This is an optimization exercise on Yosys and OpenROAD, whose aim is small area, a short achievable clock period and few clock cycles, not a production implementation.
Where RTL was checked, it was by simulation tests only, not by an equivalence proof against the original.
Only the layout flow was run in runs 1 and 2; the RTL was not checked for function there.
Power and IR drop assume default switching activity.

<file path="design/flow/design.v">
`timescale 1ns/10ps
module  ATCONV(
	input		clk,
	input		reset,
	output	reg	busy,
	input		ready,
	output reg	[11:0]	iaddr,
	input signed [12:0]	idata,
	output	reg 	cwr,
	output  reg	[11:0]	caddr_wr,
	output  reg [12:0] 	cdata_wr,
	output	reg 	crd,
	output reg	[11:0] 	caddr_rd,
	input 	[12:0] 	cdata_rd,
	output reg 	csel
	);
reg [4:0] s;
reg       par;
reg [5:0] q;
reg [2:0] p;
always @(posedge clk or posedge reset) begin
	if (reset) begin
		busy <= 1'b0;
		s <= 5'd31; par <= 1'b1; q <= 6'd33; p <= 3'd4;
	end else if (!busy) begin
		s <= 5'd31; par <= 1'b1; q <= 6'd33; p <= 3'd4;
		if (ready) busy <= 1'b1;
	end else begin
		if (s == 5'd16 && q == 6'd32 && p == 3'd2) busy <= 1'b0;
		if (p == 3'd5) begin
			p <= 3'd0;
			if (q == 6'd33) begin
				q <= 6'd0; par <= ~par;
				if (par) s <= s + 5'd1;
			end else q <= q + 6'd1;
		end else p <= p + 3'd1;
	end
end
wire        pr   = p[2];
wire        endq = (q == 6'd33);
wire        wrs  = pr & endq & par;            
wire [4:0]  sr   = s + {4'd0, wrs};
wire [2:0]  j    = pr ? {2'b0, p[0]} : p + 3'd2;
wire [6:0]  rowp = {1'b0, sr[3:1], 3'b0} + {6'b0, sr[0]} + {3'b0, j, 1'b0};
wire [6:0]  colp = !pr ? {q, par} : (endq ? {6'd0, ~par} : {q + 6'd1, par});
wire [5:0]  rowc = (rowp < 7'd2) ? 6'd0 : (rowp > 7'd65 ? 6'd63 : rowp[5:0] - 6'd2);
wire [5:0]  colc = (colp < 7'd2) ? 6'd0 : (colp > 7'd65 ? 6'd63 : colp[5:0] - 6'd2);
always @(posedge clk) iaddr <= {rowc, colc};
reg [11:0] D  [0:6];
reg [11:2] Dh [7:13];
reg [10:0] E, Eb;
reg [12:0] Ga;
integer k;
always @(posedge clk) begin
	D[0] <= idata[11:0];
	for (k = 1; k <= 6; k = k + 1) D[k] <= D[k-1];
	Dh[7] <= D[6][11:2];
	for (k = 8; k <= 13; k = k + 1) Dh[k] <= Dh[k-1];
	E <= {3'b0, idata[11:4]} + {1'b0, D[0][11:2]} + {3'b0, D[1][11:4]};
	Ga <= {1'b0, D[6]} - {4'b0, D[5][11:3]} - {4'b0, Dh[7][11:3]} - 13'd12;
	Eb <= {3'b0, Dh[11][11:4]} + {1'b0, Dh[12][11:2]} + {3'b0, Dh[13][11:4]};
end
wire [12:0] V    = Ga - {2'b0, E} - {2'b0, Eb};
wire [12:0] relu = V[12] ? 13'd0 : V;
wire        actA = par ? (q >= 6'd2) : (q <= 6'd31);
wire [4:0]  lsA  = par ? s : s - 5'd1;
wire [5:0]  lgA  = par ? q - 6'd2 : q + 6'd32;
wire        actW = par ? (q >= 6'd3) : (q <= 6'd32);
wire [4:0]  lsW  = par ? s : s - 5'd1;
wire [5:0]  lgW  = par ? q - 6'd3 : q + 6'd31;
wire        validW = actW & ~lsW[4];
wire        firstW = ~lsW[0];
reg [11:0] accA, accB;
reg [12:0] heldA;
wire [2:0] pc = (p == 3'd0) ? 3'd5 : p - 3'd1;    
wire [11:0] rd = cdata_rd[11:0];
always @(posedge clk) begin
	case (pc)
		3'd1: heldA <= cdata_rd;
		3'd2: accA <= rd;
		3'd3: if (rd > accA) accA <= rd;
		3'd4: accB <= rd;
		3'd5: if (rd > accB) accB <= rd;
		default: ;
	endcase
end
function [12:0] rnd16(input [11:0] m);
	rnd16 = {{1'b0, m[11:4]} + {8'b0, |m[3:0]}, 4'b0};
endfunction
wire [12:0] rA = rnd16(accA);
wire [12:0] rB = rnd16(accB);
wire [12:0] VA = (!firstW && heldA > rA) ? heldA : rA;
wire [12:0] VB = (!firstW && cdata_rd > rB) ? cdata_rd : rB;
always @(posedge clk) begin
	crd <= 1'b1;
	if (p == 3'd0) begin
		cwr <= busy & validW; csel <= 1'b1;
		caddr_wr <= {2'b0, lsW[3:1], lgW[0], 1'b0, lgW[5:1]};
		caddr_rd <= {2'b0, lsW[3:1], lgW[0], 1'b1, lgW[5:1]};
		cdata_wr <= VA;
	end else if (p == 3'd1) begin
		cwr <= busy & validW; csel <= 1'b1;
		caddr_wr <= {2'b0, lsW[3:1], lgW[0], 1'b1, lgW[5:1]};
		caddr_rd <= {2'b0, lsA[3:1], lgA[0], 1'b0, lgA[5:1]};
		cdata_wr <= VB;
	end else begin
		cwr <= busy & ~s[4] & (q >= 6'd2); csel <= 1'b0;
		caddr_wr <= {s[3:1], p[1:0] - 2'd2, s[0], q[4:0] - 5'd2, par};
		caddr_rd <= {lsA[3:1], lgA[0], p[2], lsA[0], lgA[5:1], p[0]};
		cdata_wr <= relu;
	end
end
endmodule
</file>
<file path="design/flow/run.sh">
#!/bin/bash
# synth_recipe.tcl (not shown) runs the flow's synth.tcl, then flattens the netlist and writes it again
# the make line also repeats each setting of config.mk as NAME=value (left out here)
make -C /OpenROAD-flow-scripts/flow DESIGN_CONFIG=/design/flow/config.mk WORK_HOME=/design/flow/orfs CLKGATE_MAP_FILE= SYNTH_SCRIPT=/design/flow/synth_recipe.tcl finish
</file>
<file path="design/flow/config.mk">
export PLATFORM = sky130hd
export DESIGN_NAME = ATCONV
export DESIGN_NICKNAME = ATCONV
export VERILOG_FILES = /design/flow/design.v
export SDC_FILE = /design/flow/constraint.sdc
export NUM_CORES = 4
export LEC_CHECK = 0
export CAP_MARGIN = 20
export CORE_MARGIN = 2
export CORE_UTILIZATION = 40
export SLEW_MARGIN = 20
</file>
<file path="design/flow/constraint.sdc">
create_clock -name core_clock -period 6.5 [get_ports {clk}]
set_input_delay 1.3000 -clock core_clock [delete_from_list [all_inputs] [get_ports {clk}]]
set_output_delay 1.3000 -clock core_clock [all_outputs]
set_load 0.01 [all_outputs]
</file>
==> results of run 1 <==
==> sequential cells by signal (all words and copies together) (netlist names), 3 cells and up <==
signal    count
iaddr        12
caddr_wr     12
heldA        13
s             5
Eb           11
accB         12
caddr_rd     12
q             6
accA         12
Ga           13
Dh           68
p             3
cdata_wr     13
E            11
D            84
==> cells in the final DEF (no fill, tap or decap), types with 25 or more instances in the layout <==
cell type / instances
a21oi_1: 64
o21ai_0: 56
ha_1: 111
xor2_1: 25
nand2_1: 52
clkdlybuf4s50_1: 79
fa_1: 39
clkbuf_16: 31
dfxtp_1: 238
xnor2_1: 46
nor2_1: 46
inv_1: 121
edfxtp_1: 37
==> layout make-up <==
type	instances	area (sq um)	share of cell area, %
sequential	291	6287	42.99
multi-input combinational	672	5445	37.23
clock buffer	42	890.9	6.092
timing repair buffer	81	805.8	5.510
tap	396	495.5	3.388
inverter	124	465.4	3.183
clock inverter	16	234.0	1.600
==> worst max path at each step <==
stage / from / endpoint / slack [ns] / depth (start not counted)
2_1_floorplan: cdata_rd[11] / accB[0] / 1.73 / 6
3_3_place_gp: cdata_rd[8] / accB[0] / 2.31 / 8
3_5_place_dp: cdata_rd[10] / accB[0] / 2.29 / 8
4_1_cts: accA[2] / cdata_wr[5] / 2.42 / 14
5_1_grt: accA[2] / cdata_wr[4] / 2.07 / 14
6_report: accA[2] / cdata_wr[5] / 2.43 / 14
==> power breakdown <==
group | internal (mW) | switching [mW] | leakage [nW]
clock | 1.16 | 0.717 | 0.546
combinational | 1.48 | 1.82 | 3.24
sequential | 2.31 | 0.304 | 2.53
==> kinds of logic (layout without fill, tap and decap cells) <==
logic type	Yosys count	after routing	share of synthesized area, %
AO/OA/AOI/OAI	212	212	10.78
XOR/XNOR	72	72	5.234
adder cells (fa/ha/maj)	150	150	17.62
buffers and inverters	151	263	4.756
flip-flops	291	291	51.07
multiplexers	17	17	1.423
other	1	1	0.03046
AND/OR/NAND/NOR	220	220	9.086
==> metrics by stage <==
| stage | worst slack [ns] | hold WS [ns] | area, sq um |
|---|---|---|---|
| 2_1_floorplan | 1.728 | 0.3096 | 12310 |
| 3_3_place_gp | 2.314 | 0.3098 | 13500 |
| 3_5_place_dp | 2.290 | 0.3121 | 13500 |
| 4_1_cts | 2.423 | 0.3184 | 14620 |
| 5_1_grt | 2.065 | 0.3311 | 14620 |
| 6_report | 2.427 | 0.3156 | 14620 |
==> worst max-delay path, delay by kind of cell, from the launching register on <==
kind / cells / cell delay (ns)
AO/OA/AOI/OAI: 6 / 1.43
AND/OR/NAND/NOR: 3 / 0.76
multiplexers: 1 / 0.41
adder cells (fa/ha/maj): 3 / 0.80
flip-flops: 1 / 0.38
XOR/XNOR: 1 / 0.16
==> metal layers <==
metal / vias to the layer above / part of all wire, % / global-route usage, %
met3: 48 / 4.0 / 2.512
li1: 3979 / - / -
met5: - / 0 / 0
met4: 0 / 3.1 / 4.683
met1: 3663 / 47 / 19.41
met2: 153 / 46 / 23.98
==> reports/metrics.cfg, run 1 <==
[global_routing]
grt_pass1_wl_mm = 38.76
grt-ovfl-total = 0
grt_pass1_vias = 7683
antenna_found_initial = 0
track_usage_pct = 14.52
grt_max_degree = 26

[worst_setup_path]
required_ns = 6.94
crit_path_max_fanout = 7
startpoint_type = flip-flop
cp_slowest_cell = a211oi_1
worst_r2r_path_depth = 14
rrSetupSlack_ns = 2.43
path_class = flip-flop to flip-flop
arrival_ns = 4.51
crit_chain = or4_1 -> ha_1 -> ha_1 -> nand3_1 -> nor3_1 -> xnor2_1 -> ha_1 -> o21ai_0 -> a21oi_1 -> o21ai_0 -> a211oi_1 -> mux2_2 -> a22oi_1 -> o21ai_0
r2r-end = cdata_wr[5]
worst_setup_path_end_kind = flip-flop
r2r-start = accA[2]
slowest_delay_ns = 0.75

[cts]
postCtsSetupBuffers = 0
cts.sinks = 291
clock_latency_ns = 0.57
cts_max_path_buffers = 3
cts_tree = done
cts_resized = 0
cts_root_buffer = clkbuf_16
ctsHoldBuffers = 0
cts_made_buffers = 31
path_clk_slew_ns = 0.06
htreeDepth = 1

[finish]
n_antenna_cell = 0
nets = 1380
drive_gt1_share_pct = 6.362
syn_to_final_growth_pct = 18.78
fin_util_pct = 48.06
n_fill_cell = 2771
stdcell_count = 1622

[floorplanning]
dieArea_sq_um = 32200
die_h_um = 179.4
coreArea_sq_um = 30430
initial_core_util_pct = 40.46
rows = 64
fp.dieW_um = 179.4
io_pins = 82

[route]
drt_first_pass_iters = 5
via_per_inst = 4.835
wl_mm = 23.48
ant_nets = 0
dr.first_iter.drc_count = 370
route.detailed.drc = 0
wl_per_cell_um = 14.48
vias = 7843

[sta]
fin_crit_ns = 4.073
tns_ns = 0
relSlewSlack_pct = 35.69
period_share_pct = 62.67
clock.fmax_ghz = 0.2455
rsz0062_at_grt = false
tightestPinTransition_ns = 0.9572
drv_slew = 0
clock_skew_ns = 0.01980
hold_viol = 0
setup_viol = 0

[run]
drv_cap = 0

[yosys]
synth_common_cells = dfxtp_1 (238), inv_1 (121), ha_1 (111)
synth_edf_count = 37
synth_warnings = 3
syn-num-nets = 1293
async_flop_share_pct = 5.498
synth_top_area_share_pct = 38.70
synth_seq_area_share_pct = 51.07
synth_cells = 1114
ys_seq_elements = 291
synth_top_cell_by_area = dfxtp_1
syn_area_per_cell_sq_um = 11.05
synth_area_leaders = dfxtp_1 (39%), ha_1 (11%), edfxtp_1 (9.0%), fa_1 (6.3%), inv_1 (3.7%)
yosysMostFrequentCell = dfxtp_1
ys_types = 68
netlist_area_sq_um = 12310
synth_flop_cell = dfxtp_1

[placed_design]
hpwlAfterDp_mm = 17.75
portBuffers = 79
placedCellCount = 1564
routabilityCongestion = 0.8633

[pwr]
pwr_density_cell_nw_per_um2 = 532.4
power.total_mw = 7.785
power_leakage_nw = 6.313
ir_drop_mv = 0.3039

[min_path]
hold_class = flip-flop to flip-flop
worstHoldPathCells = 0
holdPathEnd = Dh[12][2]
min_from = Dh[11][2]

[run_status]
status = finished clean

==> run 2: changes to the inputs <==
--- a/design/flow/config.mk
+++ b/design/flow/config.mk
@@ -8,4 +8,5 @@
 export CAP_MARGIN = 20
 export CORE_MARGIN = 2
 export CORE_UTILIZATION = 40
+export SETUP_SLACK_MARGIN = 3.0
 export SLEW_MARGIN = 20
==> reports/metrics.cfg, run 2 <==
[route]
ant_nets = 0
wl_mm = 23.93
dr.first_iter.drc_count = 385
vias = 7989
route.detailed.drc = 0
drt_first_pass_iters = 5
wl_per_cell_um = 14.61
via_per_inst = 4.877

[cts]
cts_tree = done
path_clk_slew_ns = 0.06
cts_made_buffers = 29
cts.sinks = 291
ctsHoldBuffers = 0
cts_max_path_buffers = 3
clock_latency_ns = 0.56
htreeDepth = 1
cts_root_buffer = clkbuf_16

[global_routing]
grt-ovfl-total = 0
antenna_found_initial = 0
grt_pass1_vias = 7774
grt_pass1_wl_mm = 38.29
grt_max_degree = 26
track_usage_pct = 14.32

[placed_design]
routabilityCongestion = 0.8795
hpwlAfterDp_mm = 17.65
place_ws_ns = 1.957
portBuffers = 79
placed_area_sq_um = 13510

[yosys]
syn_area_per_cell_sq_um = 11.05
syn-num-nets = 1293
synth_cells = 1114
yosysMostFrequentCell = dfxtp_1
synth_warnings = 3
synth_seq_area_share_pct = 51.07
async_flop_share_pct = 5.498
netlist_area_sq_um = 12310
synth_flop_cell = dfxtp_1
synth_common_cells = dfxtp_1 (238), inv_1 (121), ha_1 (111)
synth_edf_count = 37
synth_top_cell_by_area = dfxtp_1
synth_top_area_share_pct = 38.70
synth_area_leaders = dfxtp_1 (39%), ha_1 (11%), edfxtp_1 (9.0%), fa_1 (6.3%), inv_1 (3.7%)
ys_types = 68
ys_seq_elements = 291

[worst_setup_path]
crit_path_max_fanout = 4
worst_setup_path_end_kind = flip-flop
arrival_ns = 3.86
path_class = flip-flop to flip-flop
startpoint_type = flip-flop
required_ns = 6.92

[min_path]
hold_class = flip-flop to flip-flop

[finish]
syn_to_final_growth_pct = 22.09
largest_reg_flops = 84
drive_gt1_share_pct = 10.95
layout_commonest_cell = dfxtp_1
n_fill_cell = 2719
largestRegisters = D: 84 flops, Dh: 68 flops
fin_util_pct = 49.40
final_cell_mix = dfxtp_1 (238), inv_1 (118), ha_1 (105), clkdlybuf4s50_1 (78), a21oi_1 (62)
top_register = D
fin_area_sq_um = 15030
n_antenna_cell = 0
nets = 1398

[sta]
setup_viol = 0
fin_ws_ns = 3.058
period_share_pct = 52.95
tns_ns = 0
clock_skew_ns = 0.02131
rsz0062_at_grt = false
tightestPinTransition_ns = 0.9430
fin_crit_ns = 3.442
clock.fmax_ghz = 0.2905
hold_viol = 0
relSlewSlack_pct = 36.65
drv_slew = 0

[floorplanning]
coreArea_sq_um = 30430
rows = 64
fp.dieW_um = 179.4
die_h_um = 179.4
io_pins = 82
dieArea_sq_um = 32200
initial_core_util_pct = 40.46

[pwr]
power.total_mw = 7.997
pwr_density_cell_nw_per_um2 = 532.0
ir_drop_mv = 0.2409
power_leakage_nw = 6.440

[run_status]
status = finished clean

[run]
drv_cap = 0

## run 2: what timing repair did
action / CTS / global route
gates cloned: 0 / 1
setup endpoints to repair: 25 / 43
hold endpoints to repair: 0 / 0
gates resized for setup: 23 / 53
pin swaps: 8 / 19
buffers inserted: 13 / 6
## run 2: through the flow
step                hold slack (ns)  std cells
global route                 0.3237       1638
detailed placement           0.3121       1564
CTS                          0.3166       1631
global placement             0.3096       1564
finish                       0.3088       1638
floorplan                    0.3096       1114
## run 2: layout make-up
| class | instances | area, sq um | share of cell area, % |
|---|---|---|---|
| timing repair buffer | 100 | 999.7 | 6.651 |
| timing repair inverter | 1 | 5.005 | 0.03329 |
| clock inverter | 12 | 135.1 | 0.8990 |
| sequential | 291 | 6289 | 41.83 |
| clock buffer | 42 | 868.3 | 5.777 |
| tap | 396 | 495.5 | 3.296 |
| inverter | 124 | 473.0 | 3.146 |
| multi-input combinational | 672 | 5767 | 38.36 |
## run 2: power breakdown
part           total, mW  internal, mW  leakage, nW  switching, mW
registers           2.63          2.31         2.53          0.321
logic               3.66          1.71         3.41           1.95
clock network       1.70          1.02        0.500          0.687
total               8.00          5.04         6.44           2.96
## run 2: kinds of logic (layout without fill, tap and decap cells)
family	count (synthesis)	in the layout	share of synthesized area, %
flip-flops	291	291	51.07
AND/OR/NAND/NOR	220	220	9.086
AO/OA/AOI/OAI	212	212	10.78
buffers and inverters	151	279	4.756
adder cells (fa/ha/maj)	150	150	17.62
XOR/XNOR	72	72	5.234
multiplexers	17	17	1.423
other	1	1	0.03046
## run 2: critical path: stages (launching register included)
cell and delay (ns):
edfxtp_1 0.39, or4_4 0.57, ha_4 0.20, and3_4 0.19, nand3_4 0.10, nor3_4 0.05, xnor2_2 0.15, ha_1 0.29
nand2_2 0.09, a21oi_2 0.14, o21ai_2 0.10, a211oi_4 0.38, buf_6 0.17, mux2i_1 0.07, a32oi_1 0.28, o21ai_1 0.14
## run 2: path summary, 6_finish.rpt
kind,start,endpoint,slack [ns],depth (start not counted)
worst max register to register,accA[1],cdata_wr[8],3.06,15
min in group asynchronous,reset,q[4],1.17,2
worst min register to register,Dh[10][9],Dh[11][9],0.31,0
worst min-delay path,Dh[10][9],Dh[11][9],0.31,0
worst max-delay path,accA[1],cdata_wr[8],3.06,15
max in group asynchronous,reset,q[1],4.81,2
## run 2: routing by layer
metal / global-route usage, % / part of all wire [%]
met2: 23.97 / 47
met1: 19.16 / 47
met5: 0 / 0
met3: 2.188 / 3.8
met4: 4.293 / 2.2
==> run 3: changes to the inputs <==
--- a/design/flow/design.v
+++ b/design/flow/design.v
@@ -48,8 +48,8 @@
 always @(posedge clk) iaddr <= {rowc, colc};
 reg [11:0] D  [0:6];
 reg [11:2] Dh [7:13];
-reg [10:0] E, Eb;
-reg [12:0] Ga;
+reg [10:0] E;
+reg [12:0] Q;
 integer k;
 always @(posedge clk) begin
 	D[0] <= idata[11:0];
@@ -57,10 +57,10 @@
 	Dh[7] <= D[6][11:2];
 	for (k = 8; k <= 13; k = k + 1) Dh[k] <= Dh[k-1];
 	E <= {3'b0, idata[11:4]} + {1'b0, D[0][11:2]} + {3'b0, D[1][11:4]};
-	Ga <= {1'b0, D[6]} - {4'b0, D[5][11:3]} - {4'b0, Dh[7][11:3]} - 13'd12;
-	Eb <= {3'b0, Dh[11][11:4]} + {1'b0, Dh[12][11:2]} + {3'b0, Dh[13][11:4]};
+	Q <= {1'b0, D[6]} - {4'b0, D[5][11:3]} - {4'b0, Dh[7][11:3]}
+	   - {5'b0, Dh[11][11:4]} - {3'b0, Dh[12][11:2]} - {5'b0, Dh[13][11:4]} - 13'd12;
 end
-wire [12:0] V    = Ga - {2'b0, E} - {2'b0, Eb};
+wire [12:0] V    = Q - {2'b0, E};
 wire [12:0] relu = V[12] ? 13'd0 : V;
 wire        actA = par ? (q >= 6'd2) : (q <= 6'd31);
 wire [4:0]  lsA  = par ? s : s - 5'd1;
@@ -70,13 +70,12 @@
 wire [5:0]  lgW  = par ? q - 6'd3 : q + 6'd31;
 wire        validW = actW & ~lsW[4];
 wire        firstW = ~lsW[0];
-reg [11:0] accA, accB;
-reg [12:0] heldA;
+reg [11:0] accA, accB, heldA;
 wire [2:0] pc = (p == 3'd0) ? 3'd5 : p - 3'd1;    
 wire [11:0] rd = cdata_rd[11:0];
 always @(posedge clk) begin
 	case (pc)
-		3'd1: heldA <= cdata_rd;
+		3'd1: heldA <= rd;
 		3'd2: accA <= rd;
 		3'd3: if (rd > accA) accA <= rd;
 		3'd4: accB <= rd;
@@ -87,10 +86,10 @@
 function [12:0] rnd16(input [11:0] m);
 	rnd16 = {{1'b0, m[11:4]} + {8'b0, |m[3:0]}, 4'b0};
 endfunction
-wire [12:0] rA = rnd16(accA);
-wire [12:0] rB = rnd16(accB);
-wire [12:0] VA = (!firstW && heldA > rA) ? heldA : rA;
-wire [12:0] VB = (!firstW && cdata_rd > rB) ? cdata_rd : rB;
+wire [11:0] mA = (heldA > accA) ? heldA : accA;
+wire [11:0] mB = (rd > accB) ? rd : accB;
+wire [12:0] VA = firstW ? {1'b0, accA} : rnd16(mA);
+wire [12:0] VB = firstW ? {1'b0, accB} : rnd16(mB);
 always @(posedge clk) begin
 	crd <= 1'b1;
 	if (p == 3'd0) begin
--- a/design/flow/config.mk
+++ b/design/flow/config.mk
@@ -8,5 +8,4 @@
 export CAP_MARGIN = 20
 export CORE_MARGIN = 2
 export CORE_UTILIZATION = 40
-export SETUP_SLACK_MARGIN = 3.0
 export SLEW_MARGIN = 20
==> reports/metrics.cfg, run 3 <==
[finish]
multi_input_area_sq_um = 5737
fin_area_sq_um = 14740
largest_reg_flops = 84
n_fill_cell = 2824
fin_util_pct = 48.05
final-seq-area_sq_um = 6037
top_register = D
nets = 1468
layout_commonest_cell = dfxtp_1
largestRegisters = D: 84 flops, Dh: 68 flops
drive_gt1_share_pct = 6.849
n_antenna_cell = 0
final_cell_mix = dfxtp_1 (227), inv_1 (142), ha_1 (100), nand2_1 (97), clkdlybuf4s50_1 (78)
syn_to_final_growth_pct = 18.01

[pwr]
power_leakage_nw = 6.446
pwr_density_cell_nw_per_um2 = 532.0
power.total_mw = 7.840
ir_drop_mv = 0.2566

[sta]
tightestPinTransition_ns = 0.7104
drv_slew = 0
setup_viol = 0
clock.fmax_ghz = 0.2245
fin_crit_ns = 4.454
clock_skew_ns = 0.009187
rsz0062_at_grt = false
period_share_pct = 68.52
tns_ns = 0
relSlewSlack_pct = 52.59
hold_viol = 0

[run_status]
status = finished clean

[floorplanning]
initial_core_util_pct = 40.72
die_h_um = 180.7
coreArea_sq_um = 30670
io_pins = 82
fp.dieW_um = 180.7
dieArea_sq_um = 32650
rows = 64

[worst_setup_path]
required_ns = 6.96
arrival_ns = 4.91
crit_start = cdata_rd[10]
crit_path_max_fanout = 10
worst_r2r_path_depth = 16
startpoint_type = primary input
slowest_delay_ns = 0.45
crit_chain = clkdlybuf4s50_1 -> buf_4 -> ha_1 -> a21oi_1 -> nand2_1 -> a221o_1 -> o22a_1 -> o21ai_0 -> ha_1 -> nand3_1 -> nor4_1 -> xnor2_1 -> o21ai_0 -> a221o_1
r2r-start = Dh[11][7]
worst_setup_path_end_kind = flip-flop
cp_slowest_cell = ha_1
path_class = primary input to flip-flop

[global_routing]
grt_pass1_vias = 8298
grt-ovfl-total = 0
antenna_found_initial = 0
grt_pass1_wl_mm = 42.61
grt_max_degree = 30
track_usage_pct = 15.89

[yosys]
netlist_area_sq_um = 12490
syn_area_per_cell_sq_um = 10.31
synth_top_area_share_pct = 36.39
synth_common_cells = dfxtp_1 (227), inv_1 (142), ha_1 (100)
synth_seq_area_share_pct = 48.34
synth_warnings = 3
synth_cells = 1211
ys_seq_elements = 279
synth_flop_cell = dfxtp_1
async_flop_share_pct = 5.735
ys_types = 71
yosysMostFrequentCell = dfxtp_1
synth_area_leaders = dfxtp_1 (36%), ha_1 (10%), edfxtp_1 (8.7%), fa_1 (7.2%), inv_1 (4.3%)
synth_edf_count = 36
synth_top_cell_by_area = dfxtp_1
syn-num-nets = 1385

[cts]
ctsHoldBuffers = 0
cts_max_path_buffers = 3
postCtsSetupBuffers = 0
clock_latency_ns = 0.57
path_clk_slew_ns = 0.06
cts_tree = done
cts_resized = 0
cts_made_buffers = 30
htreeDepth = 1
cts.sinks = 279
cts_root_buffer = clkbuf_16

[route]
drt_first_pass_iters = 5
vias = 8549
wl_mm = 25.71
route.detailed.drc = 0
dr.first_iter.drc_count = 452
ant_nets = 0
via_per_inst = 4.999
wl_per_cell_um = 15.03

[min_path]
hold_class = flip-flop to flip-flop
worstHoldPathCells = 0
min_from = Dh[10][4]

[placed_design]
hpwlAfterDp_mm = 18.91
portBuffers = 78
routabilityCongestion = 0.8429
placed_area_sq_um = 13680

[run]
drv_cap = 0

## run 3: metrics by stage
stage / std cells / setup WS, ns / hold WS (ns)
final: 1710 / 2.046 / 0.3237
after CTS: 1710 / 1.993 / 0.3239
after global routing: 1710 / 1.759 / 0.3238
after floorplan: 1211 / 2.174 / 0.3096
after global placement: 1658 / 1.585 / 0.3099
after detailed placement: 1658 / 1.523 / 0.3121
## run 3: power breakdown
group / leakage [nW] / internal (mW) / switching (mW)
sequential: 2.43 / 2.25 / 0.340
clock: 0.514 / 1.09 / 0.687
combinational: 3.50 / 1.52 / 1.96
## run 3: layout make-up
type                    count  area share [%]
well taps                 396           3.362
multi-input cells         748           38.93
clock buffers              40           5.841
inverters                 145           3.710
repair buffers             90           5.909
clock inverters            12           1.290
flip-flops and latches    279           40.96
## run 3: metal layers
layer  vias up  GRT usage [%]  share of wire [%]
met4         0          4.419                1.9
met2       183          24.62                 44
met1      4053          22.58                 48
li1       4270              -                  -
met3        43          3.185                5.9
met5         -              0                  0
## run 3: cell families (layout without fill, tap and decap cells)
kind of cell             after synthesis  count (layout)  synth area share (%)
multiplexers                          12              12                 1.002
buffers and inverters                184             287                 5.801
XOR/XNOR                              65              65                 4.559
other                                  1               1               0.03003
AND/OR/NAND/NOR                      296             296                 11.59
adder cells (fa/ha/maj)              145             145                 17.23
AO/OA/AOI/OAI                        229             229                 11.44
flip-flops                           279             279                 48.34
## run 3: path summary, 6_finish.rpt
| path | endpoint | slack, ns |
|---|---|---|
| setup / recovery | cdata_wr[11] | 2.05 |
| hold / removal | Dh[11][4] | 0.32 |
| setup reg to reg | Q[12] | 2.06 |
| hold reg to reg | Dh[11][4] | 0.32 |
| max in group asynchronous | busy | 4.98 |
| min in group asynchronous | q[3] | 1.11 |
## run 3: critical path, delay by kind of cell
family                     cells  cell delay, ns
adders and majority gates      2            0.78
and+or+nand+nor                3            0.50
buffers and inverters          2            0.59
AOI/OAI and AO/OA              6            1.59
xor gates and xnor gates       1            0.15
Testbench counts of run 3, summed over its fixed seeds: cycles 107,632.

## port drivers added, routing unchanged
The flow's constraints put no driver on any port. The routed layouts listed below were extracted and timed again, unchanged, in two steps.
Step 1 (the two cells are an assumption about what drives the block):
set clk [get_ports {clk}]
set_driving_cell -lib_cell sky130_fd_sc_hd__clkbuf_16 $clk
set_driving_cell -lib_cell sky130_fd_sc_hd__buf_2 [delete_from_list [all_inputs] $clk]
Step 2 adds t to the input delays and takes it off the output delays; t is the mean of the earliest and latest rising clock arrival at the registers after step 1. Input paths then give back, and output paths get back, about the clock's delay inside the block.
Slacks: ideal / step 1 / step 2; pairs: ideal / step 1.
| run | t (ns) | slack for setup (ns) | hold slack, ns |
|---|---|---|---|
| run 1 | 0.609 | 2.427 / 2.427 / 2.214 | 0.316 / 0.316 / 0.316 |
| run 2 | 0.600 | 3.058 / 3.058 / 2.488 | 0.309 / 0.309 / 0.309 |
| run 3 | 0.611 | 2.046 / 2.056 / 1.459 | 0.324 / 0.324 / 0.324 |
After both steps setup and hold are still met in every run listed. The setup slack of run 3, which loses most, moves by +0.010 ns with the drivers and by -0.587 ns with both steps.
